From an optimization exercise on the open Yosys and OpenROAD flow, aimed at small area and a short achievable clock period; shortcuts taken in it are not production practice. The RTL was checked by simulation tests, not by an equivalence proof against the original design.

Design fir, start of the top module:
module fir(
	input			clk_100k,
	input			rst_n,
	input 	signed [8:0]	samp_in,
	output 	signed [8:0]	fir_out
);
Size: about 250 flip-flops, about 20 I/O pins, roughly 22000 um2 of cells after synthesis.
==> flow/config.mk <==
export PLATFORM = sky130hd
export DESIGN_NAME = fir
export DESIGN_NICKNAME = fir
export VERILOG_FILES = /design/flow/design.v
export SDC_FILE = /design/flow/constraint.sdc
export NUM_CORES = 4
export LEC_CHECK = 0
export CAP_MARGIN = 20
export CORE_MARGIN = 2
export CORE_UTILIZATION = 65
export CTS_BUF_LIST = sky130_fd_sc_hd__clkbuf_8
export CTS_CLUSTER_DIAMETER = 60
export CTS_CLUSTER_SIZE = 16
export SLEW_MARGIN = 20
export SYNTH_HIERARCHICAL = 1
export SYNTH_MINIMUM_KEEP_SIZE = 0
export TNS_END_PERCENT = 10
==> flow/constraint.sdc <==
create_clock -name core_clock -period 16.0 [get_ports {clk_100k}]
set_input_delay 3.2000 -clock core_clock [delete_from_list [all_inputs] [get_ports {clk_100k}]]
set_output_delay 3.2000 -clock core_clock [all_outputs]
set_load 0.01 [all_outputs]
standard.sh (not shown) runs the stock make flow with config.mk's settings and CLKGATE_MAP_FILE= SYNTH_SCRIPT=/design/flow/synth_recipe.tcl, a recipe that flattens the netlist after the stock synthesis.
==> flow/flow/run.sh <==
#!/bin/bash
# The standard layout (standard.sh), with repair_timing asked to keep a setup margin:
# the constraints are unchanged, the margin only makes the timing repair work harder.
set -euo pipefail
MARGIN=${MARGIN:-10.5}
sed "s|\"\${@:-finish}\"|SETUP_SLACK_MARGIN=$MARGIN \"\${@:-finish}\"|" standard.sh > margin.sh
grep -q "SETUP_SLACK_MARGIN=$MARGIN" margin.sh
bash margin.sh > layout.log 2>&1
The baseline completed with no timing, DRC or antenna violations.
==> next run, changes <==
--- a/flow/flow/run.sh
+++ b/flow/flow/run.sh
@@ -3,5 +3,5 @@
 # the constraints are unchanged, the margin only makes the timing repair work harder.
 set -euo pipefail
-MARGIN=${MARGIN:-10.5}
+MARGIN=${MARGIN:-11.3}
 sed "s|\"\${@:-finish}\"|SETUP_SLACK_MARGIN=$MARGIN \"\${@:-finish}\"|" standard.sh > margin.sh
 grep -q "SETUP_SLACK_MARGIN=$MARGIN" margin.sh
The changed run passed the timing, DRC and antenna checks.
Fmax rises by a few percent.
Global-route usage rises by 0.90 points.
Core utilization rises by 2.5 points.
Sequential cell count stays the same.
Die area stays the same.
Non-clock buffer count rises by 51.
Wire length rises by a few percent.
Count of clock-buffer cells in the layout falls by 2.

== oak ==
Starting RTL as in the previous note.
export LEC_CHECK = 0
export ABC_AREA = 1
export CAP_MARGIN = 20
export CORE_MARGIN = 2
export CORE_UTILIZATION = 65
export CTS_BUF_LIST = sky130_fd_sc_hd__clkbuf_8
export CTS_CLUSTER_DIAMETER = 60
export CTS_CLUSTER_SIZE = 16
export SLEW_MARGIN = 20
export SYNTH_HIERARCHICAL = 1
export SYNTH_MINIMUM_KEEP_SIZE = 0
export TNS_END_PERCENT = 10
create_clock -name core_clock -period 16.0 [get_ports {clk_100k}]
==> flow/flow/run.sh <==
#!/bin/bash
# The standard layout (standard.sh), with repair_timing asked to keep a setup margin:
# the constraints are unchanged, the margin only makes the timing repair work harder.
set -euo pipefail
MARGIN=${MARGIN:-11.3}
sed "s|\"\${@:-finish}\"|SETUP_SLACK_MARGIN=$MARGIN \"\${@:-finish}\"|" standard.sh > margin.sh
grep -q "SETUP_SLACK_MARGIN=$MARGIN" margin.sh
bash margin.sh > layout.log 2>&1
## Diff of input files: pine against oak
Settings: ABC_AREA no longer set, was 1; CTS_CLUSTER_SIZE now 20, was 16.
diff --git a/flow/flow/run.sh b/flow/flow/run.sh
--- a/flow/flow/run.sh
+++ b/flow/flow/run.sh
@@ -4,3 +4,3 @@
 set -euo pipefail
-MARGIN=${MARGIN:-11.3}
+MARGIN=${MARGIN:-11}
 sed "s|\"\${@:-finish}\"|SETUP_SLACK_MARGIN=$MARGIN \"\${@:-finish}\"|" standard.sh > margin.sh
## What came out
pine — placement-stage cell area 2.8% lower, oak as reference
In the reports for pine and oak, the smaller global-route usage belongs to pine.
oak vs pine, destination of the critical timing path: rq1_11_0 vs oh[8]
Delta (pine minus oak): post-route worst setup slack saw a decrease; minimum clock period after layout picked up an extra 120 ps.
Diff oak -> pine: via density per instance increased by 1.8% relative to the old numbers, number of nets in the layout decreased by 280 relative to the old numbers.
Looking at timing-limited maximum frequency across pine and oak, the one that comes out lower is pine.
The following lists how birch was set up differently from pine:
Settings: swapping 20 for 16 in CTS_CLUSTER_SIZE.
==> flow/run.sh (new file) <==
#!/bin/bash
# synth_recipe.tcl (not shown) runs the flow's synth.tcl, then flattens the netlist and writes it again
# the make line also repeats each setting of config.mk as NAME=value (left out here)
make -C /OpenROAD-flow-scripts/flow DESIGN_CONFIG=/design/flow/config.mk WORK_HOME=/design/flow/orfs CLKGATE_MAP_FILE= SYNTH_SCRIPT=/design/flow/synth_recipe.tcl finish
removed: flow/flow/run.sh
removed: flow/standard.sh
Notes after the runs:
- Diff birch..pine | hold slack | negligible
- Re met1 layer wirelength in the final routing: birch is 4.2% down on pine.
- Highest routing layer actually used = met5: pine; highest routing layer actually used = met4: birch
- Sort birch and pine by global routing met2 resource utilization, descending, and pine comes first.
Changes in maple relative to birch:
Settings: CTS_CLUSTER_SIZE: 16 -> 20; CORE_UTILIZATION: 65 -> 75.
==> flow/flow/run.sh (new file) <==
#!/bin/bash
# The standard layout (standard.sh), with repair_timing asked to keep a setup margin:
# the constraints are unchanged, the margin only makes the timing repair work harder.
set -euo pipefail
MARGIN=${MARGIN:-11}
sed "s|\"\${@:-finish}\"|SETUP_SLACK_MARGIN=$MARGIN \"\${@:-finish}\"|" standard.sh > margin.sh
grep -q "SETUP_SLACK_MARGIN=$MARGIN" margin.sh
bash margin.sh > layout.log 2>&1
==> flow/standard.sh (new file) <==
#!/bin/bash
# synth_recipe.tcl (not shown) runs the flow's synth.tcl, then flattens the netlist and writes it again
# the make line also repeats each setting of config.mk as NAME=value (left out here)
make -C /OpenROAD-flow-scripts/flow DESIGN_CONFIG=/design/flow/config.mk WORK_HOME=/design/flow/orfs CLKGATE_MAP_FILE= SYNTH_SCRIPT=/design/flow/synth_recipe.tcl "${@:-finish}"
removed: flow/run.sh
Diff birch -> maple | clock-buffer cell count | decrease of 6.7%
Summary: wire length, maple worse than birch
Summary of maple over birch: worst setup slack climbed 770 ps; clock skew climbed 10 ps; highest clock frequency the design can meet climbed 14%; net count of the finished layout climbed 38.

[afterwards: timing with drivers on the ports]
In the flow no input, the clock included, has a driving cell. The finished layouts below were timed again as built, in two steps. Step 1 sets driving cells, clkbuf_16 on the clock port and buf_2 on the other inputs (assumed; they add their load-dependent delay and slew). Step 2 moves the port delays by t, midway between the first and last clock arrival at a register: inputs arrive t later, outputs are due t later. That takes back most of the time a late clock gives input paths. Three values: ideal ports, drivers, drivers and shift; two values: the first two.
run	t, ns	slack for setup (ns)	clock arrival spread, ns	worst data-port slew with drivers (ns)	pins driven straight from the clock port
the first run of note 1	0.671	10.411 / 10.411 / 9.794	0.026 / 0.026	0.05	1
the second run of note 1	0.664	10.674 / 10.678 / 10.014	0.050 / 0.050	0.06	1
oak	0.675	10.741 / 10.740 / 10.112	0.067 / 0.067	0.05	1
pine	0.675	10.625 / 10.623 / 9.948	0.038 / 0.038	0.06	1
birch	0.664	9.836 / 9.862 / 9.198	0.033 / 0.034	0.05	1
maple	0.651	10.606 / 10.604 / 9.953	0.044 / 0.044	0.06	1
After both steps every run listed still meets setup and hold. The setup slack of pine, which loses most, moves by -0.002 ns with the drivers and by -0.677 ns with both steps.
